This design comes from an exercise in tuning for small area, a short achievable clock period and few clock cycles per item on the open sky130 flow, not from production work. At most, simulation tests tie the RTL to the original design; equivalence was not proved. Only the layout flow was run in runs 1 to 3; the RTL was not checked for function there. Power figures rest on the tool's default switching activity, not on a simulated workload.

[flow/design.v]
module conv_128_8_16_1(clk, reset, x_data, x_valid, x_ready, y_data, y_valid, y_ready);
  input clk, reset, x_valid, y_ready;
  input signed [15:0] x_data;
  output logic x_ready, y_valid;
  output logic signed [15:0] y_data;
  function automatic int th(input int k);
    case (k)
      0: th = 344;  1: th = 171;  2: th = 207;  3: th = 697;
      4: th = 140;  5: th = 799;  6: th = 3276; default: th = 399;
    endcase
  endfunction
  function automatic logic [16:0] add17(input logic [16:0] a, input logic [16:0] b, input logic ci);
    logic [16:0] p, g, gg, pp, c;
    p = a ^ b;
    g = a & b;
    g[0] = g[0] | (p[0] & ci);
    gg = g; pp = p;
    for (int l = 1; l <= 4; l++)
      for (int i = (1 << l) - 1; i < 17; i += (1 << l)) begin
        gg[i] = gg[i] | (pp[i] & gg[i - (1 << (l - 1))]);
        pp[i] = pp[i] & pp[i - (1 << (l - 1))];
      end
    for (int l = 3; l >= 1; l--)
      for (int i = (1 << l) + (1 << (l - 1)) - 1; i < 17; i += (1 << l)) begin
        gg[i] = gg[i] | (pp[i] & gg[i - (1 << (l - 1))]);
        pp[i] = pp[i] & pp[i - (1 << (l - 1))];
      end
    c = {gg[15:0], ci};
    add17 = p ^ c;
  endfunction
  function automatic logic [33:0] csa(input logic [16:0] a, input logic [16:0] b, input logic [16:0] c);
    csa = {(a & b) | (a & c) | (b & c), a ^ b ^ c};
  endfunction
  function automatic logic signed [15:0] sat17(input logic [16:0] s);
    if (s[16] != s[15]) sat17 = s[16] ? 16'sh8000 : 16'sh7fff;
    else                sat17 = s[15:0];
  endfunction
  logic signed [15:0] xp;         
  logic signed [16:0] x3p, x5p;
  logic [7:0]         satp;       
  logic               vp;
  logic [6:0]         idx;        
  logic signed [15:0] acc0, acc1, acc2, acc3, acc4, acc5, acc6;
  logic signed [15:0] y1;         
  logic               v1;
  logic               run;        
  wire [16:0] x1i = {x_data[15], x_data};
  logic [7:0] sat_n;
  always_comb
    for (int k = 0; k < 8; k++)
      sat_n[k] = (x_data > th(k)) | (x_data < -th(k));
  always_ff @(posedge clk)
    if (run) begin
      xp   <= x_data;
      x3p  <= add17(x1i, x1i << 1, 1'b0);
      x5p  <= add17(x1i, x1i << 2, 1'b0);
      satp <= sat_n;
    end
  wire [16:0] x1 = {xp[15], xp};
  wire        xs = xp[15];
  localparam logic [16:0] PHI = 17'h07fff, PLO = 17'h18000;
  function automatic logic [16:0] satv(input logic s, input logic neg, input logic [16:0] u);
    satv = !s ? u : (xs ^ neg) ? PLO : PHI;
  endfunction
  function automatic logic [16:0] keep(input logic s, input logic [16:0] w);
    keep = s ? 17'h0 : w;
  endfunction
  function automatic logic [16:0] keepn(input logic s, input logic [16:0] v);
    keepn = s ? 17'h1ffff : ~v;
  endfunction
  wire [16:0] a0 = {acc0[15], acc0}, a1 = {acc1[15], acc1}, a2 = {acc2[15], acc2},
              a3 = {acc3[15], acc3}, a4 = {acc4[15], acc4}, a5 = {acc5[15], acc5},
              a6 = {acc6[15], acc6};
  wire [16:0] s0 = add17(satv(satp[0], 1'b0, x3p << 5), keepn(satp[0], x1), 1'b1);
  wire [33:0] c1 = csa(a0, satv(satp[1], 1'b0, x3p << 6), keepn(satp[1], x1));
  wire [16:0] s1 = add17(c1[16:0], {c1[32:17], 1'b1}, 1'b0);
  wire [33:0] c2 = csa(a1, satv(satp[2], 1'b0, x5p << 5), keepn(satp[2], x1 << 1));
  wire [16:0] s2 = add17(c2[16:0], {c2[32:17], 1'b1}, 1'b0);
  wire [33:0] c3 = csa(a2, satv(satp[3], 1'b1, x1), keepn(satp[3], x3p << 4));
  wire [16:0] s3 = add17(c3[16:0], {c3[32:17], 1'b1}, 1'b0);
  wire [33:0] c4a = csa(a3, satv(satp[4], 1'b1, x3p << 1), keep(satp[4], x1 << 4));
  wire [33:0] c4 = csa(c4a[16:0], {c4a[32:17], 1'b1}, keepn(satp[4], x1 << 8));
  wire [16:0] s4 = add17(c4[16:0], {c4[32:17], 1'b0}, 1'b0);
  wire [33:0] c5 = csa(a4, keepn(satp[5], x5p << 3), satv(satp[5], 1'b1, ~x1));
  wire [16:0] s5 = add17(c5[16:0], {c5[32:17], 1'b1}, ~satp[5]);
  wire [16:0] s6 = add17(a5, satv(satp[6], 1'b0, x5p << 1), 1'b0);
  wire [33:0] c7 = csa(a6, satv(satp[7], 1'b0, x5p << 4), keep(satp[7], x1 << 1));
  wire [16:0] s7 = add17(c7[16:0], {c7[32:17], 1'b0}, 1'b0);
  wire signed [15:0] n7 = sat17(s7);
  wire signed [15:0] res = n7[15] ? 16'sd0 : n7;    
  wire adv  = vp & run;                  
  wire push = adv & (idx >= 7);          
  wire y0_free = ~y_valid | y_ready;
  always_ff @(posedge clk) begin
    if (adv) begin
      acc0 <= sat17(s0);
      acc1 <= sat17(s1);
      acc2 <= sat17(s2);
      acc3 <= sat17(s3);
      acc4 <= sat17(s4);
      acc5 <= sat17(s5);
      acc6 <= sat17(s6);
    end
    if (~v1) y1 <= res;
    if (y0_free) y_data <= v1 ? y1 : res;
  end
  logic vp_n, v1_n, run_n;
  logic [6:0] idx_n;
  always_comb begin
    vp_n  = run ? x_valid : vp;
    v1_n  = y0_free ? 1'b0 : (v1 | push);
    idx_n = adv ? idx + 7'd1 : idx;
    run_n = ~(v1_n & vp_n & (idx_n >= 7));
  end
  always_ff @(posedge clk) begin
    if (reset) begin
      vp      <= 1'b0;
      v1      <= 1'b0;
      y_valid <= 1'b0;
      idx     <= 7'd0;
      run     <= 1'b1;
      x_ready <= 1'b1;
    end else begin
      vp      <= vp_n;
      v1      <= v1_n;
      y_valid <= y0_free ? (v1 | push) : 1'b1;
      idx     <= idx_n;
      run     <= run_n;
      x_ready <= run_n;
    end
  end
endmodule
[flow/flow/run.sh]
#!/bin/bash
set -euo pipefail
MARGIN=6
bash standard.sh SETUP_SLACK_MARGIN=$MARGIN finish > standard_flow.log 2>&1
[flow/standard.sh]
#!/bin/bash
# synth_recipe.tcl (not shown) runs the flow's synth.tcl, then flattens the netlist and writes it again
# the make line also repeats each setting of config.mk as NAME=value (left out here)
make -C /OpenROAD-flow-scripts/flow DESIGN_CONFIG=/design/flow/config.mk WORK_HOME=/design/flow/orfs CLKGATE_MAP_FILE= SYNTH_SCRIPT=/design/flow/synth_recipe.tcl "${@:-finish}"
[flow/config.mk]
export PLATFORM = sky130hd
export DESIGN_NAME = conv_128_8_16_1
export DESIGN_NICKNAME = conv_128_8_16_1
export VERILOG_FILES = /design/flow/design.v
export SDC_FILE = /design/flow/constraint.sdc
export NUM_CORES = 4
export LEC_CHECK = 0
export CAP_MARGIN = 20
export CORE_MARGIN = 2
export CORE_UTILIZATION = 40
export SLEW_MARGIN = 20
[flow/constraint.sdc]
create_clock -name core_clock -period 10.0 [get_ports {clk}]
set_input_delay 2.0000 -clock core_clock [delete_from_list [all_inputs] [get_ports {clk}]]
set_output_delay 2.0000 -clock core_clock [all_outputs]
set_load 0.01 [all_outputs]
==> results.toml, run 1 <==
[status]
status = "no timing/DRC/antenna violations"

[floorplanning]
die_w_um = 221
fp.dieH_um = 221
initial_core_util = 0.405
die_area_um2 = 48900
num_rows = 79
io-pin-count = 38
coreArea_um2 = 46600

[setup_path]
crit_buf_inv = 5
rrSetupSlack_ns = 5.74
cp-start-kind = "flop"
crit_chain = "buf_6, buf_6, nor2_4, buf_6, a21oi_4, fa_1, inv_2, ha_4, nor3_4, o2111ai_4, a41oi_2, o211ai_1, a21o_1, a21o_1, fa_2, xnor2_4, clkbuf_16, nand2b_4, a22o_1"
cp_max_fo = 7
endpoint_kind = "flop"
reg2reg_from = "xp[15]$_DFFE_PP_"
critPathArrivalTime_ns = 4.58
cp.required_ns = 10.32
slowest_delay_ns = 0.54
crit_top_cell = "buf_6"
critPathLaunch = "xp[15]$_DFFE_PP_"
critPathSlowestCell = "fa_1"
criticalPathCategory = "flop to flop"
critPathTopFamily = "compound AO/OA/AOI/OAI gates"

[finish]
fin_nets = 2456
multiInputGateArea_um2 = 13000
layout-drive-gt1-share = 0.246
antenna_cells = 0
area_delta_synth_final_pct = 26.8
fill_cells = 4113
seq_area_um2 = 5980

[clock_tree]
root_buffer = "clkbuf_16"
htreeDepth = 1
clock-sinks = 208
cts_buffers = 26
cts_tree = "yes"
ctsHoldBuffers = 0
path_clk_slew_ns = 0.06
cts_buffer_depth = 3
clock_latency_ns = 0.57

[synth]
syn_area_um2 = 18900
synth_top_area_frac = 0.288
async_reset_ff_frac = 0
syn-mean-instance-area_um2 = 9.97
ys_top_cells_by_count = "inv_1, ha_1, edfxtp_1"
ys_top_cells_by_area = "edfxtp_1, fa_1, ha_1"
ys_ff_latch = 208
yosys_warnings = 1
postSynthNetCount = 2264
synth_edf_count = 181
synth_top_area_cell = "edfxtp_1"
yosysUniqueCellTypes = 85
yosysMostFrequentCell = "inv_1"
synthFlopType = "edfxtp_1"
syn_inst = 1893
ys_seq_area_frac = 0.317

[timing]
rsz0062_at_grt = "yes"
fin_crit_sh = 0.426
slew-limit-headroom = 0.285
worst_pin_slew_ns = 1.07
holdWs_ns = 0.465
setup_viol = 0
setup_tns_ns = 0
max_freq_mhz = 235
clock_skew_ns = 0.0252
finalHoldViolCount = 0
period_needed_ns = 4.26
slew_violations = 0

[pwr]
power.density_nw_per_um2 = 333
vdd_drop_max_v = 0.000203
power.leakage_uw = 0.0102

[grt]
grt_max_degree = 60
grt_pass1_wl_mm = 81.7
grt_overflow = 0
grt_pass1_vias = 14738
antenna_found_initial = 2
gr-usage-all-layers = 0.212

[min_path]
hp-start = "y1[15]$_DFF_P_"
holdCritPathClass = "flop to flop"

[routing]
vias = 14545
routed_wl_mm = 54.0
drc = 0
dr.pass1.iters = 5
routedWlPerCell_um = 19.9
drt-initial-drc-count = 888
vias_per_cell = 5.36
antenna_left = 0

[place]
hpwl_mm = 37.7
port_buffers = 37
gp_congestion = 0.910

[job]
drv_cap = 0
[layout by cell type, fill, tap and decap left out, types with 10 or more instances in the layout]
cell and instances:
nand3_1 10, ha_4 29, buf_12 13, nand2_2 14
nand2_4 10, fa_2 20, a21oi_1 94, maj3_1 14
xnor2_1 47, nor3_1 15, inv_2 18, nand2b_1 28
nor2_4 14, xor2_1 50, nand2_1 106, nor2b_1 35
dfxtp_1 26, o21ai_2 26, o21ai_1 26, clkbuf_16 32
clkdlybuf4s50_1 22, a21o_1 47, ha_1 157, buf_6 28
o21ai_0 66, fa_1 142, o211ai_1 10, inv_1 303
a22o_1 15, edfxtp_1 181, o21a_1 19, buf_4 127
a21oi_2 39, nor2_1 69
[stage by stage]
stage,util,total power [uW],setup WS [ns],instance area [um2],std cells
after floorplan,-,4410,5.49,19100,1893
after global placement,0.429,5140,4.57,20000,2490
after detailed placement,0.429,5240,4.51,20000,2490
after CTS,0.484,7010,5.71,22500,2647
after global routing,0.514,8550,5.53,23900,2712
final,0.514,7970,5.74,23900,2712
[flip-flops by register name (all words and copies together) (netlist names), 7 cells and up]
signal and flops:
idx 7, xp 14, satp 8, y_data 16
x3p 15, acc5 16, x5p 16, acc6 16
acc0 16, y1 16, acc4 16, acc1 16
acc2 16, acc3 16
[area by class of cell]
cell class | instances | share of cell area
clock inverter | 14 | 0.00607
timing repair buffer | 209 | 0.0848
timing repair inverter | 2 | 0.000523
multi-input combinational | 1304 | 0.542
clock buffer | 34 | 0.0302
tap | 607 | 0.0318
inverter | 334 | 0.0545
sequential | 208 | 0.250
[metal layers]
| layer | up-vias | GRT usage | share of wire |
|---|---|---|---|
| met1 | 7272 | 0.274 | 0.42 |
| met5 | - | 0 | 0.00059 |
| li1 | 6770 | - | - |
| met3 | 112 | 0.0263 | 0.049 |
| met4 | 4 | 0.0732 | 0.038 |
| met2 | 387 | 0.369 | 0.50 |
[what timing repair did]
| item | in CTS | in global routing |
|---|---|---|
| gates resized for setup | 206 | 216 |
| setup buffers | 103 | 58 |
| endpoints found under the setup margin | 166 | 146 |
| pin swaps | 64 | 105 |
| gates cloned | 6 | 7 |
[cells by family after synthesis]
kind of cell,share of synthesized area
compound gates,0.149
xor+xnor,0.0513
fa+ha+maj,0.305
buf+inv,0.0792
flops,0.317
mux,0.00464
simple gates,0.0943
[where the power goes]
part	switching, uW	leakage, uW	internal (uW)
Combinational	2770	0.00777	2540
Sequential	171	0.00199	1520
Clock	393	0.000426	565
[final timing paths]
kind                            cells after the start             endpoint
worst max-delay path                               19  y_data[1]$_DFFE_PP_
worst max register to register                     19  y_data[1]$_DFFE_PP_
worst min register to register                      1       y1[15]$_DFF_P_
worst min-delay path                                1       y1[15]$_DFF_P_
[worst reg2reg max path, delay by kind of cell, from the launching register on]
family	cells	cell delay, ns
compound gates	7	1.19
fa+ha+maj	3	1.10
buf+inv	5	0.66
flops	1	0.42
simple gates	3	0.41
xor+xnor	1	0.23
==> inputs of run 2 (changes only) <==
==> flow/flow/run.sh (replaced) <==
#!/bin/bash
set -euo pipefail
bash standard.sh SETUP_SLACK_MARGIN=6.25 finish > standard_flow.log 2>&1
--- a/flow/config.mk
+++ b/flow/config.mk
@@ -7,2 +7,3 @@
 export LEC_CHECK = 0
+export ABC_AREA = 1
 export CAP_MARGIN = 20
==> run 2 against run 1 <==
Effect of this change:
- still clean
- setup slack improved by 0.19 ns
- largest power group unchanged
- synthesized area rose by 1.1%
- cell area fell by 0.77%
- flip-flop and latch count did not move
- combinational power fell by 12%
==> results.toml, run 2 <==
[synth]
synth_top_area_cell = "edfxtp_1"
synth_edf_count = 181
async_reset_ff_frac = 0
ys_top_cells_by_count = "nand2_1, inv_1, ha_1"
yosysMostFrequentCell = "nand2_1"
synth_top_area_frac = 0.285
syn_area_um2 = 19100
postSynthNetCount = 2577
yosysUniqueCellTypes = 50
ys_ff_latch = 208
syn-mean-instance-area_um2 = 8.65
syn_inst = 2206
yosys_warnings = 1
ys_top_cells_by_area = "edfxtp_1, fa_1, ha_1"
synthFlopType = "edfxtp_1"
ys_seq_area_frac = 0.313

[clock_tree]
root_buffer = "clkbuf_16"
cts_buffer_depth = 3
clock-sinks = 208
clock_latency_ns = 0.57
cts_buffers = 27
path_clk_slew_ns = 0.06
cts_tree = "yes"
htreeDepth = 1

[pwr]
p_clk_frac = 0.143
combPwrFrac = 0.635
vdd_drop_max_v = 0.000171
p_int_uw = 4110
power.leakage_uw = 0.0112
power.density_nw_per_um2 = 311
seqPwrFrac = 0.222
p_sw_frac = 0.443
switchingPower_uw = 3270

[timing]
max_freq_mhz = 246
setup_tns_ns = 0
worst_pin_slew_ns = 1.01
rsz0062_at_grt = "yes"
setup_viol = 0
slew_violations = 0
period_needed_ns = 4.07
finalHoldViolCount = 0
fin_crit_sh = 0.407
clock_skew_ns = 0.0144
slew-limit-headroom = 0.329

[finish]
final_cell_mix = "nand2_1, inv_1, edfxtp_1"
area_delta_synth_final_pct = 24.4
layout-drive-gt1-share = 0.210
fin_area_um2 = 23700
layout_commonest_cell = "nand2_1"
fin_nets = 2751
antenna_cells = 0

[min_path]
holdCritPathClass = "flop to flop"

[routing]
routed_wl_mm = 55.1
routedWlPerCell_um = 18.3
dr.pass1.iters = 5
drc = 0
vias = 15466
antenna_left = 0
vias_per_cell = 5.13
drt-initial-drc-count = 1234

[floorplanning]
die_area_um2 = 49500
io-pin-count = 38
coreArea_um2 = 47400
num_rows = 80
die_w_um = 222
fp.dieH_um = 222
initial_core_util = 0.402

[grt]
grt_pass1_wl_mm = 84.5
antenna_found_initial = 1
grt_pass1_vias = 15382
gr-usage-all-layers = 0.220
grt_max_degree = 76
grt_overflow = 0

[setup_path]
cp_max_fo = 6
rrSetupSlack_ns = 5.93
crit_chain = "clkinvlp_4, nor2_4, buf_6, buf_4, a21oi_4, fa_1, inv_1, ha_4, a21o_1, nand2_1, nand2_1, o21bai_4, nand3_2, nand2_2, fa_2, xnor2_4, buf_6, nand2_2, nand2_2, nand3b_1, nand2_1"
cp-start-kind = "flop"
slowest_delay_ns = 0.56
cp.required_ns = 10.31
criticalPathCategory = "flop to flop"
critPathSlowestCell = "edfxtp_1"
endpoint_kind = "flop"
critPathArrivalTime_ns = 4.38

[place]
placed_cell_area_um2 = 20200
hpwl_mm = 38.8
gp_congestion = 0.951
port_buffers = 37

[job]
drv_cap = 0

[status]
status = "no timing/DRC/antenna violations"
[run 2: cell count changes in the layout (fill, tap and decap cells not counted), sizes merged, moves of 32 or more]
cell	previous run	this run
nand2	133	569
nand3	16	75
inv	328	437
nand2b	32	0
nor2b	40	1
a21o	48	13
nor2	89	125
a21oi	142	103
[run 2: final timing paths]
kind                                   startpoint             endpoint  cells past startpoint
worst max-delay path            satp[7]$_DFFE_PP_  y_data[2]$_DFFE_PP_                     21
worst min-delay path               y1[15]$_DFF_P_       y1[15]$_DFF_P_                      2
worst max register to register  satp[7]$_DFFE_PP_  y_data[2]$_DFFE_PP_                     21
worst min register to register     y1[15]$_DFF_P_       y1[15]$_DFF_P_                      2
[run 2: per-layer routing]
metal  track usage  share of wire  up-vias
met5             0              0        -
met1         0.286           0.41     7542
li1              -              -     7318
met4        0.0868          0.043        0
met2         0.371           0.48      492
met3        0.0316          0.067      114
[run 2: kinds of logic (layout without fill, tap and decap cells)]
family,count (synthesis),in the layout,share of synthesized area
buf+inv,495,681,0.101
flops,208,208,0.313
xor+xnor,89,89,0.0412
compound gates,252,252,0.0733
simple gates,810,819,0.177
mux,1,1,0.000524
fa+ha+maj,351,351,0.294
[run 2: cell type report]
| type | count | area [um2] |
|---|---|---|
| Fill cell | 4432 | 23700 |
| Clock inverter | 17 | 175 |
| Tap cell | 615 | 769 |
| Sequential cell | 208 | 5980 |
| Multi-Input combinational cell | 1512 | 12600 |
| Timing Repair Buffer | 181 | 1670 |
| Clock buffer | 33 | 792 |
| Timing Repair inverter | 1 | 7.51 |
| Inverter | 449 | 1760 |
[run 2: repair_timing]
action	4_1_cts	5_1_grt
pin swaps	76	76
setup buffers	94	44
gates cloned	9	4
resized for setup	208	209
setup endpoints to repair	163	149
hold buffers	0	0
[run 2: power groups by stage]
stage                     Sequential [uW]  Combinational, uW  Clock, uW
after floorplan                      1590               2710          0
after global placement               1660               3350          0
after detailed placement             1660               3450          0
after CTS                            1640               4160       1070
after global routing                 1660               5260       1110
final                                1640               4690       1050
[run 2: worst max-delay path: cells and delay by family, from the launching register on]
family / cells / cell delay, ns
AO/OA/AOI/OAI: 3 / 0.37
XOR/XNOR: 1 / 0.28
adder cells (fa/ha/maj): 3 / 1.15
buffers and inverters: 5 / 0.70
flip-flops: 1 / 0.56
AND/OR/NAND/NOR: 9 / 0.75
[run 2: per-stage QoR]
step | power [uW] | util | std cells | hold slack, ns | worst slack, ns
floorplan | 4300 | - | 2206 | 0.405 | 6.19
global placement | 5010 | 0.425 | 2815 | 0.418 | 5.07
detailed placement | 5110 | 0.425 | 2815 | 0.432 | 5.05
CTS | 6880 | 0.480 | 2968 | 0.442 | 5.99
global route | 8020 | 0.500 | 3016 | 0.467 | 5.77
finish | 7380 | 0.500 | 3016 | 0.439 | 5.93
==> inputs of run 3 (changes only) <==
==> flow/flow/run.sh (replaced) <==
#!/bin/bash
set -euo pipefail
bash standard.sh SETUP_SLACK_MARGIN=6 finish > standard_flow.log 2>&1
==> run 3 against run 2 <==
Effect of this change:
- combinational power decreased by 7.5%
- register-to-register slack improved by 0.05 ns
- wire length down 2.5%
- worst hold slack lost 0.0077 ns
- sequential share of layout area grew 0.99 points
- clock-buffer cell count is 3 lower
- die area did not move
- synthesized cell count is the same
- setup slack better by 0.051 ns
- sequential power is essentially flat
- clock skew hardly changed
- clock power is 5% lower
- critical endpoint is now acc4[5]$_DFFE_PP_
==> results.toml, run 3 <==
[status]
status = "no timing/DRC/antenna violations"

[grt]
grt_pass1_vias = 15048
gr-usage-all-layers = 0.216
grt_overflow = 0
grt_pass1_wl_mm = 82.5
grt_max_degree = 69
antenna_found_initial = 2

[synth]
ys_top_cells_by_count = "nand2_1, inv_1, ha_1"
yosysMostFrequentCell = "nand2_1"
yosys_warnings = 1
synth_top_area_frac = 0.285
synth_top_area_cell = "edfxtp_1"
yosysUniqueCellTypes = 50
ys_ff_latch = 208
synth_edf_count = 181
ys_top_cells_by_area = "edfxtp_1, fa_1, ha_1"
syn_area_um2 = 19100
ys_seq_area_frac = 0.313
async_reset_ff_frac = 0
syn-mean-instance-area_um2 = 8.65
syn_inst = 2206
postSynthNetCount = 2577
synthFlopType = "edfxtp_1"

[floorplanning]
coreArea_um2 = 47400
die_w_um = 222
initial_core_util = 0.402
fp.dieH_um = 222
io-pin-count = 38
die_area_um2 = 49500
num_rows = 80

[finish]
area_delta_synth_final_pct = 19.6
final_cell_mix = "nand2_1, inv_1, edfxtp_1"
layout.cells.non_filler = 2975
layout-drive-gt1-share = 0.156
layout_commonest_cell = "nand2_1"
fin_nets = 2712
antenna_cells = 0

[place]
port_buffers = 37
place_worst_setup_slack_ns = 4.92
dp_cells = 2814
hpwl_mm = 39.0
gp_congestion = 0.948

[routing]
vias_per_cell = 5.10
drt-initial-drc-count = 946
drc = 0
dr.pass1.iters = 5
vias = 15186
routedWlPerCell_um = 18.1
routed_wl_mm = 53.7
antenna_left = 0

[clock_tree]
cts_buffer_depth = 3
cts_tree = "yes"
clock_latency_ns = 0.56
ctsHoldBuffers = 0
root_buffer = "clkbuf_16"
path_clk_slew_ns = 0.06
clock-sinks = 208
htreeDepth = 1
cts_buffers = 27

[min_path]
holdCritPathClass = "flop to flop"
hp-start = "y1[15]$_DFF_P_"
hold-path-endpoint = "y1[15]$_DFF_P_"
whs_path_depth = 2

[setup_path]
cp-start-kind = "flop"
critPathTopFamily = "adder cells"
crit_top_cell = "nand2_2"
slowest_delay_ns = 0.56
cp_max_fo = 8
crit_chain = "buf_6, buf_8, inv_8, nand2_4, fa_1, fa_1, inv_2, ha_4, nand2_2, nand2_2, nand2_2, nand2_2, a21oi_2, nor2_1, nor2_1, fa_2, xor2_4, nand3_4, nand2_2, nand2_2"
crit_buf_inv = 4
cp.required_ns = 10.30
criticalPathCategory = "flop to flop"
rrSetupSlack_ns = 5.98
worst_r2r_path_depth = 20
critPathSlowestCell = "fa_1"
critPathArrivalTime_ns = 4.32
r2r_end = "acc4[5]$_DFFE_PP_"
endpoint_kind = "flop"
reg2reg_from = "satp[4]$_DFFE_PP_"

[timing]
setup_tns_ns = 0
worst_pin_slew_ns = 0.998
slew-limit-headroom = 0.334
fin_crit_sh = 0.402
rsz0062_at_grt = "yes"
setup_viol = 0
fin_ws_ns = 5.98
slew_violations = 0
holdWs_ns = 0.432
max_freq_mhz = 249
clock_skew_ns = 0.0145
period_needed_ns = 4.02
finalHoldViolCount = 0

[pwr]
vdd_drop_max_v = 0.000162
power.density_nw_per_um2 = 305
power.leakage_uw = 0.0109

[job]
drv_cap = 0
==> run 3: cell counts after synthesis <==
No cell type changed its count.
==> run 3: tightest hold or removal path, delay by kind of cell (launching register included) <==
| family | cells | cell delay (ns) |
|---|---|---|
| buf+inv | 1 | 0.04 |
| flops | 1 | 0.29 |
| simple gates | 1 | 0.05 |
==> run 3: final cells by class <==
| class | count | area (um2) |
|---|---|---|
| flip-flops and latches | 208 | 5980 |
| multi-input cells | 1511 | 12100 |
| repair inverters | 1 | 7.51 |
| well taps | 615 | 769 |
| repair buffers | 143 | 1320 |
| clock buffers | 30 | 718 |
| clock inverters | 18 | 181 |
| inverters | 449 | 1750 |
| fillers | 4566 | 24600 |
==> run 3: stage by stage <==
stage	util	power (uW)	cell area (um2)
after floorplan	-	4240	19100
after global routing	0.481	7600	22800
after global placement	0.422	4980	20000
after detailed placement	0.422	5080	20000
after CTS	0.462	6450	21900
final	0.481	6970	22800
==> run 3: kinds of logic (layout without fill, tap and decap cells) <==
| family | after synthesis | count (layout) | synth area share |
|---|---|---|---|
| buffers and inverters | 495 | 641 | 0.101 |
| multiplexers | 1 | 1 | 0.000524 |
| XOR/XNOR | 89 | 89 | 0.0412 |
| AND/OR/NAND/NOR | 810 | 818 | 0.177 |
| adder cells (fa/ha/maj) | 351 | 351 | 0.294 |
| flip-flops | 208 | 208 | 0.313 |
| AO/OA/AOI/OAI | 252 | 252 | 0.0733 |
==> run 3: power breakdown <==
part	switching [uW]	internal (uW)	total (uW)
combinational	2530	1810	4340
sequential	162	1470	1640
clock	406	594	999
total	3100	3870	6970
==> run 3: timing repair <==
action | in CTS | in global routing
setup endpoints to repair | 153 | 151
pin swaps | 22 | 86
gates cloned | 5 | 5
setup buffers | 64 | 38
gates resized for setup | 99 | 177
==> run 3: routing by layer <==
layer,up-vias,track usage,share of wire
met5,-,0,0.00052
met4,4,0.0933,0.049
met3,130,0.0451,0.066
met2,438,0.354,0.47
met1,7391,0.276,0.41
li1,7223,-,-
==> run 3: worst max-delay path by stage <==
stage / slack, ns / end / start / depth (start not counted)
2_1_floorplan: 6.01 / acc4[5]$_DFFE_PP_ / xp[15]$_DFFE_PP_ / 19
3_3_place_gp: 4.93 / y_data[12]$_DFFE_PP_ / xp[15]$_DFFE_PP_ / 18
3_5_place_dp: 4.92 / y_data[12]$_DFFE_PP_ / xp[15]$_DFFE_PP_ / 18
4_1_cts: 5.98 / acc2[11]$_DFFE_PP_ / xp[15]$_DFFE_PP_ / 18
5_1_grt: 5.83 / acc4[12]$_DFFE_PP_ / satp[4]$_DFFE_PP_ / 20
6_report: 5.98 / acc4[5]$_DFFE_PP_ / satp[4]$_DFFE_PP_ / 20
==> inputs of run 4 (changes only) <==
--- a/flow/design.v
+++ b/flow/design.v
@@ -42,4 +42,5 @@
   logic [6:0]         idx;        
-  logic signed [15:0] acc0, acc1, acc2, acc3, acc4, acc5, acc6;
-  logic signed [15:0] y1;         
+  logic signed [15:0] acc0;       
+  logic [16:0]        r1, r2, r3, r4, r5, r6;    
+  logic [16:0]        y0, y1;     
   logic               v1;
@@ -70,5 +71,9 @@
   endfunction
-  wire [16:0] a0 = {acc0[15], acc0}, a1 = {acc1[15], acc1}, a2 = {acc2[15], acc2},
-              a3 = {acc3[15], acc3}, a4 = {acc4[15], acc4}, a5 = {acc5[15], acc5},
-              a6 = {acc6[15], acc6};
+  function automatic logic [16:0] sx(input logic [16:0] r);
+    logic [15:0] t;
+    t = sat17(r);
+    sx = {t[15], t};
+  endfunction
+  wire [16:0] a0 = {acc0[15], acc0}, a1 = sx(r1), a2 = sx(r2), a3 = sx(r3), a4 = sx(r4),
+              a5 = sx(r5), a6 = sx(r6);
   wire [16:0] s0 = add17(satv(satp[0], 1'b0, x3p << 5), keepn(satp[0], x1), 1'b1);
@@ -88,4 +93,4 @@
   wire [16:0] s7 = add17(c7[16:0], {c7[32:17], 1'b0}, 1'b0);
-  wire signed [15:0] n7 = sat17(s7);
-  wire signed [15:0] res = n7[15] ? 16'sd0 : n7;    
+  wire signed [15:0] n7 = sat17(y0);
+  assign y_data = n7[15] ? 16'sd0 : n7;
   wire adv  = vp & run;                  
@@ -95,12 +100,12 @@
     if (adv) begin
-      acc0 <= sat17(s0);
-      acc1 <= sat17(s1);
-      acc2 <= sat17(s2);
-      acc3 <= sat17(s3);
-      acc4 <= sat17(s4);
-      acc5 <= sat17(s5);
-      acc6 <= sat17(s6);
+      acc0 <= s0[15:0];
+      r1 <= s1;
+      r2 <= s2;
+      r3 <= s3;
+      r4 <= s4;
+      r5 <= s5;
+      r6 <= s6;
     end
-    if (~v1) y1 <= res;
-    if (y0_free) y_data <= v1 ? y1 : res;
+    if (~v1) y1 <= s7;
+    if (y0_free) y0 <= v1 ? y1 : s7;
   end
==> flow/flow/run.sh (replaced) <==
#!/bin/bash
set -euo pipefail
bash standard.sh SETUP_SLACK_MARGIN=6.25 finish > standard_flow.log 2>&1
==> run 4 against run 3 <==
Effect of this change:
- clock-buffer cell count increased by 1
- core utilization decreased by 0.17 points
- largest cell class unchanged
- total power increased by 31%
- register-to-register slack improved by 0.32 ns
- setup slack improved by 0.17 ns
- worst hold slack improved by 0.016 ns
- critical path type is now flop to primary output
- via count decreased by 4.0%
- global-route usage decreased by 0.75 points
- clock power increased by 7%
- cell area decreased by 2.2%
- combinational power increased by 41%
- critical path depth decreased by 16
==> results.toml, run 4 <==
[synth]
async_reset_ff_frac = 0
synth.area.mux_share = 0
yosys.area_share.simple = 0.142
yosysMostFrequentCell = "nand2_1"
yosysUniqueCellTypes = 40
synth_edf_count = 188
postSynthNetCount = 2498
ys_seq_area_frac = 0.329
synth_top_family_by_area = "adder cells"
ys_ff_latch = 216
synth_top_area_frac = 0.299
syn-mean-instance-area_um2 = 8.93
synth_fa_ha_area_frac = 0.305
synth_top_area_cell = "edfxtp_1"
syn_area_um2 = 18900
synth_compound_area_frac = 0.0904
syn_inst = 2115
ys_top_cells_by_count = "nand2_1, inv_1, ha_1"
ys_top_cells_by_area = "edfxtp_1, fa_1, ha_1"
yosys_warnings = 1
synthFlopType = "edfxtp_1"
synth_xor_area_frac = 0.0422

[timing]
slew_violations = 0
max_freq_mhz = 260
setup_viol = 0
rsz0062_at_grt = "yes"
worst_pin_slew_ns = 0.885
slew-limit-headroom = 0.409
period_needed_ns = 3.85
clock_skew_ns = 0.0137
fin_crit_sh = 0.385
setup_tns_ns = 0
finalHoldViolCount = 0

[grt]
grt_overflow = 0
gr-usage-all-layers = 0.208
grt_pass1_vias = 14508
antenna_found_initial = 1
grt_pass1_wl_mm = 79.7
grt_max_degree = 83

[floorplanning]
initial_core_util = 0.406
die_w_um = 221
coreArea_um2 = 46600
fp.dieH_um = 221
num_rows = 79
io-pin-count = 38
die_area_um2 = 49000

[clock_tree]
root_buffer = "clkbuf_16"
clock-sinks = 216
htreeDepth = 1
clock_latency_ns = 0.56
cts_buffer_depth = 3
cts_buffers = 27
cts_tree = "yes"
path_clk_slew_ns = 0.06
ctsHoldBuffers = 0

[setup_path]
critPathArrivalTime_ns = 1.85
criticalPathCategory = "flop to primary output"
cp.required_ns = 8.00
cp-start-kind = "flop"
cp_max_fo = 8
endpoint_kind = "primary output"

[place]
port_buffers = 36
hpwl_mm = 38.5
gp_congestion = 0.906

[finish]
area_delta_synth_final_pct = 18.2
antenna_cells = 0
layout_commonest_cell = "nand2_1"
fin_nets = 2623
final_cell_mix = "nand2_1, inv_1, edfxtp_1"
layout-drive-gt1-share = 0.150
fill_cells = 4293

[routing]
dr.pass1.iters = 5
routedWlPerCell_um = 18.1
vias_per_cell = 5.08
antenna_left = 0
vias = 14576
routed_wl_mm = 51.8
drc = 0
drt-initial-drc-count = 1059

[min_path]
holdCritPathClass = "flop to flop"

[pwr]
power.density_nw_per_um2 = 408
vdd_drop_max_v = 0.000221
report.power.total_uw = 9100
power.leakage_uw = 0.0103

[status]
status = "no timing/DRC/antenna violations"

[job]
drv_cap = 0
[run 4: cells by family (layout without fill, tap and decap cells)]
kind of cell	Yosys count	count (layout)
xor gates and xnor gates	91	91
buffers and inverters	461	603
AOI/OAI and AO/OA	316	316
other	1	1
adders and majority gates	363	363
DFF	216	216
and+or+nand+nor	667	670
[run 4: path summary, 6_finish.rpt]
kind / start / end / slack, ns / cells after the start
max: y0[16]$_DFFE_PP_ / y_data[7] / 6.15 / 4
min reg2reg: y1[4]$_DFF_P_ / y1[4]$_DFF_P_ / 0.45 / 2
max reg2reg: r1[16]$_DFFE_PP_ / r2[15]$_DFFE_PP_ / 6.30 / 16
min: y1[4]$_DFF_P_ / y1[4]$_DFF_P_ / 0.45 / 2
[run 4: per-layer routing]
layer,vias to the layer above,global-route usage,part of all wire
met5,-,0,0
met3,115,0.0339,0.065
li1,6983,-,-
met1,7036,0.261,0.40
met2,442,0.358,0.49
met4,0,0.0838,0.047
[run 4: power breakdown]
group | leakage [uW] | total (uW) | internal, uW | switching [uW]
Clock | 0.000474 | 1070 | 661 | 412
Sequential | 0.00206 | 1900 | 1720 | 178
Combinational | 0.00779 | 6130 | 2680 | 3450
Total | 0.0103 | 9100 | 5060 | 4040
[run 4: worst max-delay path, stage by stage (launching register included)]
cell and delay, ns:
edfxtp_1 0.45, ha_4 0.27, or2_4 0.28, a21oi_1 0.15, buf_2 0.15
[run 4: per-stage QoR]
step | hold WS, ns | area [um2] | worst slack, ns | instances | util
2_1_floorplan | 0.418 | 18900 | 6.19 | 2115 | -
3_3_place_gp | 0.437 | 19800 | 5.13 | 2709 | 0.426
3_5_place_dp | 0.436 | 19800 | 4.98 | 2709 | 0.426
4_1_cts | 0.450 | 21500 | 6.09 | 2821 | 0.462
5_1_grt | 0.475 | 22300 | 6.07 | 2867 | 0.479
6_report | 0.447 | 22300 | 6.15 | 2867 | 0.479
[run 4: repair_timing]
action	4_1_cts	5_1_grt
setup endpoints to repair	126	56
resized for setup	190	137
pin swaps	22	56
gates cloned	3	1
buffers inserted	60	45
[run 4: final cells by class]
class	count	area [um2]	area share
clock buffer	31	743	0.0333
clock inverter	18	229	0.0103
inverter	409	1600	0.0716
multi-input combinational	1441	11600	0.519
sequential	216	6210	0.278
tap	607	759	0.0340
timing repair buffer	144	1190	0.0532
timing repair inverter	1	7.51	0.000336
Testbench counts of run 4, summed over its fixed seeds: cycles 8,208, items 7,744.
==> inputs of run 5 (changes only) <==
--- a/flow/design.v
+++ b/flow/design.v
@@ -32,6 +32,2 @@
     csa = {(a & b) | (a & c) | (b & c), a ^ b ^ c};
-  endfunction
-  function automatic logic signed [15:0] sat17(input logic [16:0] s);
-    if (s[16] != s[15]) sat17 = s[16] ? 16'sh8000 : 16'sh7fff;
-    else                sat17 = s[15:0];
   endfunction
@@ -72,5 +68,5 @@
   function automatic logic [16:0] sx(input logic [16:0] r);
-    logic [15:0] t;
-    t = sat17(r);
-    sx = {t[15], t};
+    for (int i = 0; i < 15; i++)
+      sx[i] = r[16] ? (r[15] & r[i]) : (r[15] | r[i]);
+    sx[16:15] = {2{r[16]}};
   endfunction
@@ -93,4 +89,7 @@
   wire [16:0] s7 = add17(c7[16:0], {c7[32:17], 1'b0}, 1'b0);
-  wire signed [15:0] n7 = sat17(y0);
-  assign y_data = n7[15] ? 16'sd0 : n7;
+  always_comb begin
+    for (int i = 0; i < 15; i++)
+      y_data[i] = ~y0[16] & (y0[15] | y0[i]);
+    y_data[15] = 1'b0;
+  end
   wire adv  = vp & run;                  
==> flow/flow/run.sh (replaced) <==
#!/bin/bash
set -euo pipefail
bash standard.sh SETUP_SLACK_MARGIN=6.5 finish > standard_flow.log 2>&1
==> run 5 against run 4 <==
Effect of this change:
- largest cell class unchanged
- clock skew increased by 0.019 ns
- total power decreased by 26%
- wire length increased by 1.7%
- critical path depth unchanged
- global-route usage increased by 0.94 points
- critical endpoint is now y_data[5]
- sequential power decreased by 11%
- via count increased by 0.32%
- register-to-register slack improved by 0.14 ns
==> results.toml, run 5 <==
[min_path]
holdCritPathClass = "flop to flop"
hp-start = "y1[15]$_DFF_P_"

[job]
drv_cap = 0

[routing]
vias_per_cell = 5.13
drc = 0
routedWlPerCell_um = 18.5
antenna_left = 0
dr.pass1.iters = 6
vias = 14623
drt-initial-drc-count = 1087
routed_wl_mm = 52.7

[place]
port_buffers = 36
hpwl_mm = 38.8
gp_congestion = 0.902
dp_cells = 2670

[finish]
fin_nets = 2596
layout-drive-gt1-share = 0.182
area_delta_synth_final_pct = 22.7
final_cell_mix = "inv_1, nand2_1, nor2_1"
layout.cells.non_filler = 2849
layout_commonest_cell = "inv_1"
fill_cells = 4195

[clock_tree]
clock_latency_ns = 0.57
cts_buffer_depth = 3
htreeDepth = 1
cts_buffers = 27
clock-sinks = 216
path_clk_slew_ns = 0.06
cts_tree = "yes"
ctsHoldBuffers = 0
root_buffer = "clkbuf_16"

[synth]
synthFlopType = "edfxtp_1"
syn_area_um2 = 18600
ys_top_cells_by_area = "edfxtp_1, fa_1, ha_1"
yosys.area_share.simple = 0.145
synth_edf_count = 188
yosysMostFrequentCell = "inv_1"
synth_top_family_by_area = "adder cells"
yosysUniqueCellTypes = 37
postSynthNetCount = 2440
syn-mean-instance-area_um2 = 8.97
synth_xor_area_frac = 0.0439
ys_seq_area_frac = 0.334
synth.area.mux_share = 0
ys_ff_latch = 216
ys_top_cells_by_count = "inv_1, nand2_1, nor2_1"
synth_top_area_frac = 0.304
async_reset_ff_frac = 0
synth_top_area_cell = "edfxtp_1"
yosys_warnings = 1
synth_compound_area_frac = 0.0895
synth_fa_ha_area_frac = 0.300
syn_inst = 2071

[setup_path]
critPathArrivalTime_ns = 1.61
criticalPathCategory = "flop to primary output"
rrSetupSlack_ns = 6.44
critPathLaunch = "y0[15]$_DFFE_PP_"
cp-start-kind = "flop"
endpoint_kind = "primary output"
cp.required_ns = 8.00
cp_max_fo = 15
reg2reg_from = "xp[7]$_DFFE_PP_"

[floorplanning]
num_rows = 78
initial_core_util = 0.408
coreArea_um2 = 45600
die_area_um2 = 48200
io-pin-count = 38
fp.dieH_um = 219
die_w_um = 219

[timing]
fin_crit_sh = 0.361
setup_viol = 0
slew_violations = 0
clock_skew_ns = 0.0328
holdWs_ns = 0.441
period_needed_ns = 3.61
finalHoldViolCount = 0
rsz0062_at_grt = "yes"
setup_tns_ns = 0
max_freq_mhz = 277
worst_pin_slew_ns = 0.979
slew-limit-headroom = 0.347

[pwr]
power.leakage_uw = 0.0102
power.density_nw_per_um2 = 295
report.power.total_uw = 6720
vdd_drop_max_v = 0.000234

[grt]
grt_pass1_vias = 14365
gr-usage-all-layers = 0.218
grt_pass1_wl_mm = 79.2
grt_overflow = 0
antenna_found_initial = 1
grt_max_degree = 70

[status]
status = "no timing/DRC/antenna violations"
-- run 5: cell count changes in the layout (fill, tap and decap cells not counted), sizes merged, moves of 7 or more --
cell         delta
nor2          +100
nand2          -93
inv            -22
a21oi          -21
dlygate4sd2    +17
ha             -14
nand3          +11
o21ai          +10
or2            -10
buf             +7
xor2            +7
-- run 5: routing by layer --
layer	routed length, um	global-route usage	share of wire	up-vias
met4	2740	0.0905	0.052	0
li1	-	-	-	6948
met2	25400	0.375	0.48	458
met5	0	0	0	-
met1	21300	0.269	0.40	7087
met3	3300	0.0366	0.063	130
-- run 5: worst max-delay path, stage by stage, from the launching register on --
cell and delay [ns]:
edfxtp_1 0.41, buf_12 0.17, nor2_1 0.13, nor2_1 0.05
dlygate4sd2_1 0.28
-- run 5: kinds of logic after synthesis --
kind of cell,after synthesis
XOR/XNOR,93
buffers and inverters,428
other,1
AND/OR/NAND/NOR,677
flip-flops,216
adder cells (fa/ha/maj),349
AO/OA/AOI/OAI,307
-- run 5: layout make-up --
type | count | area (um2) | area share
Tap cell | 600 | 751 | 0.0329
Timing Repair inverter | 7 | 51.3 | 0.00225
Clock buffer | 28 | 701 | 0.0307
Inverter | 385 | 1530 | 0.0673
Multi-Input combinational cell | 1427 | 11700 | 0.511
Antenna cell | 1 | 2.50 | 0.000110
Sequential cell | 216 | 6210 | 0.272
Timing Repair Buffer | 163 | 1590 | 0.0697
Clock inverter | 22 | 304 | 0.0133
-- run 5: stage by stage --
stage                     setup slack, ns  cell area, um2   util
final                                6.39           22800  0.500
after global routing                 6.33           22800  0.500
after CTS                            6.37           21700  0.477
after detailed placement             5.06           19600  0.431
after global placement               5.08           19600  0.430
after floorplan                      6.19           18600      -
-- run 5: power by group --
group	internal [uW]	switching, uW
logic	1690	2240
clock network	673	430
registers	1540	150
-- run 5: worst paths after layout --
check                           to  cells after the start
setup / recovery         y_data[5]                      4
hold / removal      y1[15]$_DFF_P_                      2
setup reg to reg  r4[14]$_DFFE_PP_                     17
hold reg to reg     y1[15]$_DFF_P_                      2
-- run 5: repair_timing --
action | CTS | global route
setup endpoints to repair | 128 | 78
setup buffers | 72 | 47
pin swaps | 29 | 68
gates cloned | 4 | 5
gates resized for setup | 204 | 197
Testbench counts of run 5, summed over its fixed seeds: cycles 8,208, items 7,744.
==> inputs of run 6 (changes only) <==
==> flow/flow/run.sh (replaced) <==
#!/bin/bash
set -euo pipefail
bash standard.sh SETUP_SLACK_MARGIN=6 finish > standard_flow.log 2>&1
==> run 6 against run 5 <==
Effect of this change:
- global-route usage down 1.1 points
- synthesized cell count unchanged
- via count down 4.0%
- first-iteration DRC count down 7.6%
- combinational power down 13%
- still clean
- cell area down 8.3%
- critical path depth up 10
- sequential power about the same
- die area unchanged
- clock power down 9%
- critical endpoint is now r5[15]$_DFFE_PP_
==> results.toml, run 6 <==
[synth]
synth_top_area_cell = "edfxtp_1"
async_reset_ff_frac = 0
ys_ff_latch = 216
synth_top_area_frac = 0.304
yosys_warnings = 1
synthFlopType = "edfxtp_1"
postSynthNetCount = 2440
ys_top_cells_by_area = "edfxtp_1, fa_1, ha_1"
ys_seq_area_frac = 0.334
syn_inst = 2071
syn_area_um2 = 18600
syn-mean-instance-area_um2 = 8.97
yosysUniqueCellTypes = 37
yosysMostFrequentCell = "inv_1"
ys_top_cells_by_count = "inv_1, nand2_1, nor2_1"
synth_edf_count = 188

[floorplanning]
coreArea_um2 = 45600
num_rows = 78
die_w_um = 219
initial_core_util = 0.408
io-pin-count = 38
die_area_um2 = 48200
fp.dieH_um = 219

[setup_path]
critPathArrivalTime_ns = 4.19
endpoint_kind = "flop"
critPathTopFamily = "adder cells"
reg2reg_from = "xp[5]$_DFFE_PP_"
worst_r2r_path_depth = 14
crit_chain = "inv_1, o21ai_0, fa_1, inv_1, ha_1, a21o_1, a21boi_0, o21ai_2, nand2_1, nand2_1, nand2_1, nand2_1, fa_1, xor2_1"
cp_max_fo = 7
crit_buf_inv = 2
rrSetupSlack_ns = 6.11
slowest_delay_ns = 0.85
critPathSlowestCell = "edfxtp_1"
r2r_end = "r5[15]$_DFFE_PP_"
cp-start-kind = "flop"
cp.required_ns = 10.30
crit_top_cell = "nand2_1"
criticalPathCategory = "flop to flop"

[routing]
routedWlPerCell_um = 17.9
vias = 14043
top_layer = "met4"
drc = 0
drt-initial-drc-count = 1004
wl_met1_mm = 21.1
antenna_left = 0
routed-wl-met3_mm = 2.59
wl_met2_mm = 23.6
vias_per_cell = 5.10
dr.pass1.iters = 6
routed_wl_mm = 49.2

[clock_tree]
clock_latency_ns = 0.56
root_buffer = "clkbuf_16"
clock-sinks = 216
cts_buffers = 27
htreeDepth = 1
cts_tree = "yes"
ctsHoldBuffers = 0
path_clk_slew_ns = 0.06
cts_buffer_depth = 3

[finish]
fin_nets = 2503
antenna_cells = 0
area_delta_synth_final_pct = 12.5
layout-drive-gt1-share = 0.0650
layout_commonest_cell = "inv_1"
final_cell_mix = "inv_1, nand2_1, nor2_1"

[pwr]
power.density_nw_per_um2 = 292
power.leakage_uw = 0.00955
vdd_drop_max_v = 0.000187

[timing]
slew-limit-headroom = 0.374
setup_tns_ns = 0
slew_violations = 0
worst_pin_slew_ns = 0.939
clock_skew_ns = 0.0108
setup_viol = 0
max_freq_mhz = 257
fin_crit_sh = 0.389
period_needed_ns = 3.89
finalHoldViolCount = 0
rsz0062_at_grt = "yes"
holdWs_ns = 0.452

[status]
status = "no timing/DRC/antenna violations"

[min_path]
whs_path_depth = 2
hp-start = "y1[1]$_DFF_P_"
hold-path-endpoint = "y1[1]$_DFF_P_"
holdCritPathClass = "flop to flop"

[place]
gp_congestion = 0.914
hpwl_mm = 38.6
port_buffers = 36

[grt]
gr-usage-all-layers = 0.206
grt_pass1_wl_mm = 76.0
antenna_found_initial = 1
grt_pass1_vias = 13960
grt_overflow = 0
grt_max_degree = 69

[job]
drv_cap = 0
[run 6: final cells by class]
type | count | area [um2]
tap | 600 | 751
inverter | 385 | 1480
clock buffer | 32 | 790
fill | 4392 | 24700
timing repair buffer | 74 | 668
sequential | 216 | 6210
multi-input combinational | 1428 | 10900
clock inverter | 17 | 126
timing repair inverter | 2 | 10.0
[run 6: per-stage QoR]
stage	util	setup WS, ns	total power [uW]	cell area (um2)	cells
after floorplan	-	6.18	4130	18600	2071
after global placement	0.429	5.08	4950	19600	2669
after detailed placement	0.429	5.07	5070	19600	2669
after CTS	0.452	6.00	6110	20600	2727
after global routing	0.458	5.87	6750	20900	2754
final	0.458	6.11	6100	20900	2754
[run 6: repair_timing]
action	4_1_cts	5_1_grt
cloned	1	2
resized for setup	40	50
endpoints found under the setup margin	79	51
buffers inserted	8	25
pin swaps	1	2
[run 6: kinds of logic (layout without fill, tap and decap cells)]
kind of cell | Yosys count | count (layout) | synth area share
flops | 216 | 216 | 0.334
fa+ha+maj | 349 | 349 | 0.300
compound gates | 307 | 307 | 0.0895
simple gates | 677 | 678 | 0.145
buf+inv | 428 | 510 | 0.0873
other cells | 1 | 1 | 0.000202
xor+xnor | 93 | 93 | 0.0439
[run 6: power breakdown]
part / internal, uW / total [uW] / switching (uW) / leakage (uW)
combinational: 1410 / 3410 / 2010 / 0.00704
clock: 589 / 997 / 408 / 0.000441
sequential: 1540 / 1690 / 153 / 0.00206
[run 6: routing by layer]
metal | GRT usage | vias up
li1 | - | 6731
met1 | 0.271 | 6860
met2 | 0.351 | 351
met3 | 0.0239 | 101
met4 | 0.0745 | 0
met5 | 0 | -
[run 6: worst max-delay path by stage]
stage | slack [ns] | start | cells after the start | to
detailed placement | 5.07 | x_data[4] | 13 | x3p[15]$_DFFE_PP_
global placement | 5.08 | x_data[6] | 14 | x3p[15]$_DFFE_PP_
finish | 6.11 | xp[5]$_DFFE_PP_ | 14 | r5[15]$_DFFE_PP_
floorplan | 6.18 | xp[15]$_DFFE_PP_ | 18 | r1[15]$_DFFE_PP_
global route | 5.87 | satp[4]$_DFFE_PP_ | 17 | r4[15]$_DFFE_PP_
CTS | 6.00 | satp[7]$_DFFE_PP_ | 17 | y0[15]$_DFFE_PP_
[run 6: tightest hold or removal path: cells and delay by family (launching register included)]
kind	cells	cell delay (ns)
and+or+nand+nor	2	0.12
DFF	1	0.30
==> inputs of run 7 (changes only) <==
==> flow/flow/run.sh (replaced) <==
#!/bin/bash
set -euo pipefail
bash standard.sh SETUP_SLACK_MARGIN=6.25 finish > standard_flow.log 2>&1
==> run 7 against run 6 <==
Effect of this change:
- synthesized cell count stayed put
- largest power group unchanged
- still clean on timing, DRC and antenna
- wire length is 3.0% higher
- critical endpoint is now r4[15]$_DFFE_PP_
- non-clock buffer count is 41 higher
- global-route usage is 0.70 points higher
==> results.toml, run 7 <==
[timing]
setup_tns_ns = 0
clock_skew_ns = 0.0195
slew-limit-headroom = 0.348
setup_viol = 0
rsz0062_at_grt = "yes"
slew_violations = 0
worst_pin_slew_ns = 0.977
period_needed_ns = 3.67
max_freq_mhz = 273
fin_crit_sh = 0.367
finalHoldViolCount = 0

[clock_tree]
cts_buffers = 28
clock_latency_ns = 0.56
path_clk_slew_ns = 0.06
cts_buffer_depth = 3
root_buffer = "clkbuf_16"
cts_tree = "yes"
htreeDepth = 1
clock-sinks = 216

[synth]
syn-mean-instance-area_um2 = 8.97
synth_top_area_cell = "edfxtp_1"
syn_area_um2 = 18600
ys_top_cells_by_area = "edfxtp_1, fa_1, ha_1"
ys_seq_area_frac = 0.334
postSynthNetCount = 2440
ys_ff_latch = 216
yosysUniqueCellTypes = 37
synth_edf_count = 188
synth_top_area_frac = 0.304
yosysMostFrequentCell = "inv_1"
async_reset_ff_frac = 0
yosys_warnings = 1
ys_top_cells_by_count = "inv_1, nand2_1, nor2_1"
synthFlopType = "edfxtp_1"
syn_inst = 2071

[setup_path]
cp-start-kind = "flop"
critPathTopFamily = "adder cells"
criticalPathCategory = "flop to flop"
critPathSlowestCell = "fa_1"
endpoint_kind = "flop"
reg2reg_from = "r3[15]$_DFFE_PP_"
worst_r2r_path_depth = 17
cp.required_ns = 10.30
critPathArrivalTime_ns = 3.97
slowest_delay_ns = 0.59
crit_buf_inv = 4
cp.depth = 17
crit_chain = "nand2_2, clkinvlp_4, o21ai_2, fa_1, fa_1, inv_1, ha_1, nand2_1, inv_1, nand3_2, inv_1, nand2_1, nand3_2, nand3_2, nand2_2, fa_2, xor2_1"
critPathLaunch = "r3[15]$_DFFE_PP_"
cp_max_fo = 6

[grt]
grt_pass1_vias = 14386
gr-usage-all-layers = 0.213
grt_max_degree = 70
grt_pass1_wl_mm = 78.4
antenna_found_initial = 0
grt_overflow = 0

[place]
port_buffers = 36
hpwl_mm = 38.4
gp_congestion = 0.897
dp_cells = 2668
placed_cell_area_um2 = 19500

[floorplanning]
fp.dieH_um = 219
initial_core_util = 0.408
die_area_um2 = 48200
die_w_um = 219
io-pin-count = 38
coreArea_um2 = 45600
num_rows = 78

[routing]
antenna_left = 0
vias = 14228
routedWlPerCell_um = 18.1
drc = 0
vias_per_cell = 5.08
routed_wl_mm = 50.6
dr.pass1.iters = 7
drt-initial-drc-count = 776

[finish]
fin_area_um2 = 21700
final_cell_mix = "inv_1, nand2_1, nor2_1"
layout-drive-gt1-share = 0.111
antenna_cells = 0
layout.cells.non_filler = 2799
fin_nets = 2546
layout_commonest_cell = "inv_1"
area_delta_synth_final_pct = 16.8
final_core_utilization = 0.476

[pwr]
power.density_nw_per_um2 = 294
vdd_drop_max_v = 0.000183
power.leakage_uw = 0.00990

[min_path]
whs_path_depth = 2
hp-start = "y1[1]$_DFF_P_"
holdCritPathClass = "flop to flop"

[status]
status = "no timing/DRC/antenna violations"

[job]
drv_cap = 0
==> run 7: layer usage <==
layer | track usage | up-vias | share of wire
met3 | 0.0280 | 115 | 0.054
met1 | 0.267 | 6871 | 0.41
met5 | 0 | - | 0
met2 | 0.368 | 398 | 0.49
met4 | 0.0930 | 0 | 0.049
li1 | - | 6844 | -
==> run 7: path summary, 6_finish.rpt <==
| path | endpoint | slack (ns) |
|---|---|---|
| min reg2reg | y1[1]$_DFF_P_ | 0.45 |
| max reg2reg | r4[15]$_DFFE_PP_ | 6.33 |
| min | y1[1]$_DFF_P_ | 0.45 |
| max | r4[15]$_DFFE_PP_ | 6.33 |
==> run 7: metrics by stage <==
stage	setup WS, ns	power, uW	hold slack, ns
6_report	6.33	6380	0.454
5_1_grt	6.15	7040	0.478
4_1_cts	6.19	6210	0.453
3_5_place_dp	4.99	5070	0.436
3_3_place_gp	5.04	4960	0.435
2_1_floorplan	6.19	4130	0.418
==> run 7: layout make-up <==
class | instances | area (um2)
Fill cell | 4263 | 23900
Clock buffer | 33 | 782
Tap cell | 600 | 751
Timing Repair inverter | 4 | 22.5
Clock inverter | 19 | 223
Multi-Input combinational cell | 1427 | 11100
Sequential cell | 216 | 6210
Inverter | 385 | 1500
Timing Repair Buffer | 115 | 1100
==> run 7: repair_timing <==
item / in CTS / in global routing
resized for setup: 123 / 103
cloned: 4 / 2
pin swaps: 4 / 14
hold buffers: 0 / 0
endpoints found under the setup margin: 113 / 49
setup buffers: 34 / 37
==> run 7: cells by family after synthesis <==
kind of cell	after synthesis	synth area share
AO/OA/AOI/OAI	307	0.0895
buffers and inverters	428	0.0873
flip-flops	216	0.334
adder cells (fa/ha/maj)	349	0.300
AND/OR/NAND/NOR	677	0.145
other	1	0.000202
XOR/XNOR	93	0.0439
==> run 7: power by group <==
group,total [uW],leakage [uW],internal (uW),switching [uW]
Clock,1090,0.000483,665,426
Sequential,1690,0.00207,1540,147
Combinational,3610,0.00735,1510,2100
==> run 7: worst reg2reg max path, cell delays in order, from the launching register on <==
cell and delay, ns:
edfxtp_1 0.44, nand2_2 0.12, clkinvlp_4 0.21, o21ai_2 0.25
fa_1 0.46, fa_1 0.59, inv_1 0.05, ha_1 0.28
nand2_1 0.06, inv_1 0.06, nand3_2 0.08, inv_1 0.04
nand2_1 0.07, nand3_2 0.07, nand3_2 0.08, nand2_2 0.06
fa_2 0.35, xor2_1 0.16
==> inputs of run 8 (changes only) <==
==> flow/flow/run.sh (replaced) <==
#!/bin/bash
set -euo pipefail
bash standard.sh SETUP_SLACK_MARGIN=6.25 "BUFFER_PORTS_ARGS=-buffer_cell sky130_fd_sc_hd__buf_4" finish > standard_flow.log 2>&1
==> run 8 against run 7 <==
Effect of this change:
- still clean
- synthesized area unchanged
- worst hold slack worse by 0.0053 ns
- flip-flop and latch count unchanged
==> results.toml, run 8 <==
[status]
status = "no timing/DRC/antenna violations"

[synth]
postSynthNetCount = 2440
synthFlopType = "edfxtp_1"
yosysUniqueCellTypes = 37
synth_top_area_frac = 0.304
syn-mean-instance-area_um2 = 8.97
ys_top_cells_by_area = "edfxtp_1, fa_1, ha_1"
ys_ff_latch = 216
yosysMostFrequentCell = "inv_1"
synth_top_area_cell = "edfxtp_1"
syn_area_um2 = 18600
syn_inst = 2071
ys_top_cells_by_count = "inv_1, nand2_1, nor2_1"
ys_seq_area_frac = 0.334
synth_edf_count = 188
yosys_warnings = 1
async_reset_ff_frac = 0

[job]
drv_cap = 0

[timing]
clock_skew_ns = 0.0250
slew-limit-headroom = 0.357
slew_violations = 0
holdWs_ns = 0.449
setup_tns_ns = 0
rsz0062_at_grt = "yes"
setup_viol = 0
fin_crit_sh = 0.366
period_needed_ns = 3.66
max_freq_mhz = 273
finalHoldViolCount = 0
worst_pin_slew_ns = 0.957

[finish]
layout-drive-gt1-share = 0.0989
fin_nets = 2520
antenna_cells = 0
fill_cells = 4383
fin_area_um2 = 21200
layout_commonest_cell = "inv_1"
final_core_utilization = 0.465
area_delta_synth_final_pct = 14.1
final_cell_mix = "inv_1, nand2_1, nor2_1"

[setup_path]
reg2reg_from = "xp[4]$_DFFE_PP_"
worst_r2r_path_depth = 15
cp_max_fo = 4
rrSetupSlack_ns = 6.34
cp.required_ns = 10.32
r2r_end = "r4[15]$_DFFE_PP_"
endpoint_kind = "flop"
critPathArrivalTime_ns = 3.98
cp-start-kind = "flop"
criticalPathCategory = "flop to flop"

[floorplanning]
die_w_um = 219
coreArea_um2 = 45600
num_rows = 78
die_area_um2 = 48200
fp.dieH_um = 219
io-pin-count = 38
initial_core_util = 0.408

[pwr]
p_int_uw = 3590
combPwrFrac = 0.553
report.power.total_uw = 6200
power.density_nw_per_um2 = 293
p_sw_frac = 0.420
p_clk_frac = 0.173
power.leakage_uw = 0.00968
switchingPower_uw = 2600
seqPwrFrac = 0.274
vdd_drop_max_v = 0.000196

[routing]
antenna_left = 0
routedWlPerCell_um = 17.9
dr.pass1.iters = 6
drc = 0
routed_wl_mm = 49.5
drt-initial-drc-count = 1122
vias_per_cell = 5.06
vias = 14044

[clock_tree]
path_clk_slew_ns = 0.06
root_buffer = "clkbuf_16"
ctsHoldBuffers = 0
htreeDepth = 1
cts_buffers = 28
clock-sinks = 216
cts_buffer_depth = 3
cts_tree = "yes"
clock_latency_ns = 0.57

[grt]
grt_pass1_vias = 14074
antenna_found_initial = 0
grt_pass1_wl_mm = 76.9
grt_overflow = 0
gr-usage-all-layers = 0.210
grt_max_degree = 70

[place]
hpwl_mm = 38.4
gp_congestion = 0.908
port_buffers = 36
placed_cell_area_um2 = 19500

[min_path]
whs_path_depth = 2
hold-path-endpoint = "y1[0]$_DFF_P_"
hp-start = "y1[0]$_DFF_P_"
holdCritPathClass = "flop to flop"
run 8: power groups by stage:
stage	Clock, uW	Combinational (uW)	Sequential (uW)
after floorplan	0	2510	1620
after global placement	0	3210	1720
after detailed placement	0	3320	1720
after CTS	1100	3350	1700
after global routing	1120	3990	1720
final	1070	3430	1700
run 8: worst max-delay path by stage:
stage,startpoint,to,cells past startpoint
2_1_floorplan,x_data[0],x5p[15]$_DFFE_PP_,13
3_3_place_gp,satp[7]$_DFFE_PP_,y0[15]$_DFFE_PP_,17
3_5_place_dp,satp[7]$_DFFE_PP_,y0[15]$_DFFE_PP_,17
4_1_cts,xp[4]$_DFFE_PP_,r4[15]$_DFFE_PP_,15
5_1_grt,xp[15]$_DFFE_PP_,y0[15]$_DFFE_PP_,18
6_report,xp[4]$_DFFE_PP_,r4[15]$_DFFE_PP_,15
run 8: repair_timing:
item                                    in CTS  in global routing
pin swaps                                    3                 13
gates resized for setup                     26                 75
cloned                                       1                  1
setup buffers                               26                 23
endpoints found under the setup margin      70                 52
run 8: final cells by class:
type | count | area, um2 | area share
sequential | 216 | 6210 | 0.293
inverter | 385 | 1500 | 0.0707
tap | 600 | 751 | 0.0354
timing repair inverter | 2 | 12.5 | 0.000591
timing repair buffer | 91 | 752 | 0.0355
clock buffer | 33 | 803 | 0.0379
clock inverter | 19 | 186 | 0.00880
multi-input combinational | 1427 | 11000 | 0.518
run 8: kinds of logic after synthesis:
group	share of synthesized area
other	0.000202
XOR/XNOR	0.0439
buffers and inverters	0.0873
flip-flops	0.334
AND/OR/NAND/NOR	0.145
adder cells (fa/ha/maj)	0.300
AO/OA/AOI/OAI	0.0895
run 8: worst max-delay path, cell delays in order (launching register included):
cell	delay, ns
edfxtp_1	0.51
inv_1	0.22
nor2_1	0.27
inv_1	0.09
fa_1	0.49
inv_1	0.05
fa_1	0.48
ha_1	0.33
nand3_1	0.12
inv_1	0.05
nand2_1	0.07
nand3_2	0.08
nand3_1	0.08
nand2_1	0.07
fa_1	0.37
xor2_1	0.14
run 8: metal layers:
layer  vias to the layer above  global-route usage  wire, um
met4                         0              0.0644      1530
li1                       6784                   -         -
met3                        77              0.0295      2800
met1                      6824               0.268     20800
met2                       359               0.367     24300
met5                         -                   0         0
run 8: through the flow:
| step | setup WS (ns) | instances |
|---|---|---|
| 6_report | 6.34 | 2773 |
| 5_1_grt | 6.18 | 2773 |
| 4_1_cts | 6.18 | 2749 |
| 3_5_place_dp | 5.41 | 2670 |
| 3_3_place_gp | 5.49 | 2669 |
| 2_1_floorplan | 6.19 | 2071 |
==> inputs of run 9 (changes only) <==
--- a/flow/design.v
+++ b/flow/design.v
@@ -81,4 +81,4 @@
   wire [16:0] s3 = add17(c3[16:0], {c3[32:17], 1'b1}, 1'b0);
-  wire [33:0] c4a = csa(a3, satv(satp[4], 1'b1, x3p << 1), keep(satp[4], x1 << 4));
-  wire [33:0] c4 = csa(c4a[16:0], {c4a[32:17], 1'b1}, keepn(satp[4], x1 << 8));
+  wire [33:0] c4a = csa(satv(satp[4], 1'b1, x3p << 1), keep(satp[4], x1 << 4), keepn(satp[4], x1 << 8));
+  wire [33:0] c4 = csa(a3, c4a[16:0], {c4a[32:17], 1'b1});
   wire [16:0] s4 = add17(c4[16:0], {c4[32:17], 1'b0}, 1'b0);
--- a/flow/config.mk
+++ b/flow/config.mk
@@ -11,2 +11,3 @@
 export CORE_UTILIZATION = 40
+export CTS_BUF_LIST = sky130_fd_sc_hd__clkbuf_8
 export SLEW_MARGIN = 20
==> run 9 against run 8 <==
Effect of this change:
- worst hold slack got worse by 0.0027 ns
- setup slack lost 0.011 ns
- critical path depth stayed put
- largest power group unchanged
==> results.toml, run 9 <==
[status]
status = "no timing/DRC/antenna violations"

[synth]
ys_seq_area_frac = 0.332
postSynthNetCount = 2427
ys_top_cells_by_area = "edfxtp_1, fa_1, ha_1"
ys_top_cells_by_count = "inv_1, nand2_1, nor2_1"
synth_top_area_cell = "edfxtp_1"
yosysUniqueCellTypes = 45
synth_top_area_frac = 0.302
synthFlopType = "edfxtp_1"
async_reset_ff_frac = 0
ys_ff_latch = 216

[routing]
dr.pass1.iters = 7
routed_wl_mm = 49.3
vias_per_cell = 5.05
drc = 0
routedWlPerCell_um = 17.7

[setup_path]
cp-start-kind = "flop"
cp_max_fo = 7
cp.required_ns = 10.35

[grt]
antenna_found_initial = 0
grt_overflow = 0
grt_pass1_wl_mm = 75.6
grt_max_degree = 76
grt_pass1_vias = 13791
gr-usage-all-layers = 0.207

[timing]
fin_ws_ns = 6.33
finalHoldViolCount = 0
worst_pin_slew_ns = 1.08
setup_tns_ns = 0
slew-limit-headroom = 0.277
slew_violations = 0
clock_skew_ns = 0.0331
rsz0062_at_grt = "yes"
max_freq_mhz = 272
setup_viol = 0
period_needed_ns = 3.67
holdWs_ns = 0.446
fin_crit_sh = 0.367

[clock_tree]
cts_buffer_depth = 3
root_buffer = "clkbuf_8"
clock-sinks = 216
path_clk_slew_ns = 0.06
htreeDepth = 2
cts_buffers = 41
clock_latency_ns = 0.61
ctsHoldBuffers = 0

[pwr]
p_int_uw = 3160
p_clk_frac = 0.158
report.power.total_uw = 5430
p_sw_frac = 0.418
seqPwrFrac = 0.300
power.leakage_uw = 0.00969
switchingPower_uw = 2270
power.density_nw_per_um2 = 259

[finish]
fin_area_um2 = 21000
fin_nets = 2520
area_delta_synth_final_pct = 12.3
layout_commonest_cell = "inv_1"
antenna_cells = 0
layout-drive-gt1-share = 0.109

[place]
gp_congestion = 0.953
hpwl_mm = 37.6
placed_cell_area_um2 = 19500
port_buffers = 36

[floorplanning]
io-pin-count = 38
die_w_um = 220
die_area_um2 = 48500
fp.dieH_um = 220
num_rows = 79
initial_core_util = 0.403

[job]
drv_cap = 0
-- run 9: changes by cell type in the layout (fill, tap and decap cells not counted), moves of 4 or more --
cell,before,now
clkbuf_8,2,45
clkbuf_16,31,0
a21oi_1,69,55
nor2_1,211,201
inv_2,8,16
clkinv_1,0,6
nand2_2,6,11
xor2_1,55,50
clkinv_2,5,9
clkinvlp_4,15,11
ha_1,183,179
inv_1,362,366
-- run 9: cell type report --
cell class	instances	area (um2)
Multi-Input combinational cell	1412	10900
Tap cell	607	759
Clock buffer	45	619
Timing Repair inverter	1	5.00
Fill cell	4446	25400
Clock inverter	26	151
Inverter	387	1510
Sequential cell	216	6210
Timing Repair Buffer	94	803
-- run 9: power groups by stage --
| stage | logic (uW) | clock network (uW) | registers [uW] |
|---|---|---|---|
| after global placement | 2730 | 0 | 1650 |
| final | 2950 | 857 | 1630 |
| after global routing | 3420 | 914 | 1650 |
| after detailed placement | 2850 | 0 | 1660 |
| after CTS | 2880 | 877 | 1640 |
| after floorplan | 2180 | 0 | 1570 |
-- run 9: worst paths after layout --
| kind | from | endpoint | slack (ns) | depth (start not counted) |
|---|---|---|---|---|
| max | satp[4]$_DFFE_PP_ | r4[15]$_DFFE_PP_ | 6.33 | 15 |
| min | y1[14]$_DFF_P_ | y1[14]$_DFF_P_ | 0.45 | 2 |
| max reg2reg | satp[4]$_DFFE_PP_ | r4[15]$_DFFE_PP_ | 6.33 | 15 |
| min reg2reg | y1[14]$_DFF_P_ | y1[14]$_DFF_P_ | 0.45 | 2 |
-- run 9: cell families after synthesis --
logic type                 share of synthesized area
AOI/OAI and AO/OA                             0.0894
xor gates and xnor gates                      0.0435
adders and majority gates                      0.298
buffers and inverters                         0.0902
DFF                                            0.332
other                                       0.000201
and+or+nand+nor                                0.147
-- run 9: per-layer routing --
layer	vias to the layer above	global-route usage	share of wire
met1	6814	0.269	0.43
met3	109	0.0355	0.058
li1	6767	-	-
met4	0	0.0810	0.037
met5	-	0	0
met2	390	0.346	0.47
-- run 9: stage by stage --
step,std cells,util
2_1_floorplan,2060,-
5_1_grt,2788,0.453
3_5_place_dp,2661,0.421
3_3_place_gp,2661,0.421
4_1_cts,2759,0.444
6_report,2788,0.453
-- run 9: critical path, stage by stage (launching register included) --
cell and delay [ns]:
edfxtp_1 0.55, buf_6 0.19, clkinvlp_4 0.07, buf_6 0.13, nand2_1 0.07, fa_1 0.48, inv_1 0.06, fa_2 0.54
inv_1 0.05, ha_1 0.32, nand3_1 0.11, nand2_1 0.09, a21oi_2 0.14, o21bai_1 0.10, fa_2 0.34, xor2_1 0.16
-- run 9: what timing repair did --
action                     4_1_cts  5_1_grt
setup endpoints to repair       46       34
pin swaps                        2       14
buffers inserted                27       28
gates resized for setup         25       44
gates cloned                     0        1
Testbench counts of run 9, summed over its fixed seeds: cycles 8,208, items 7,744.
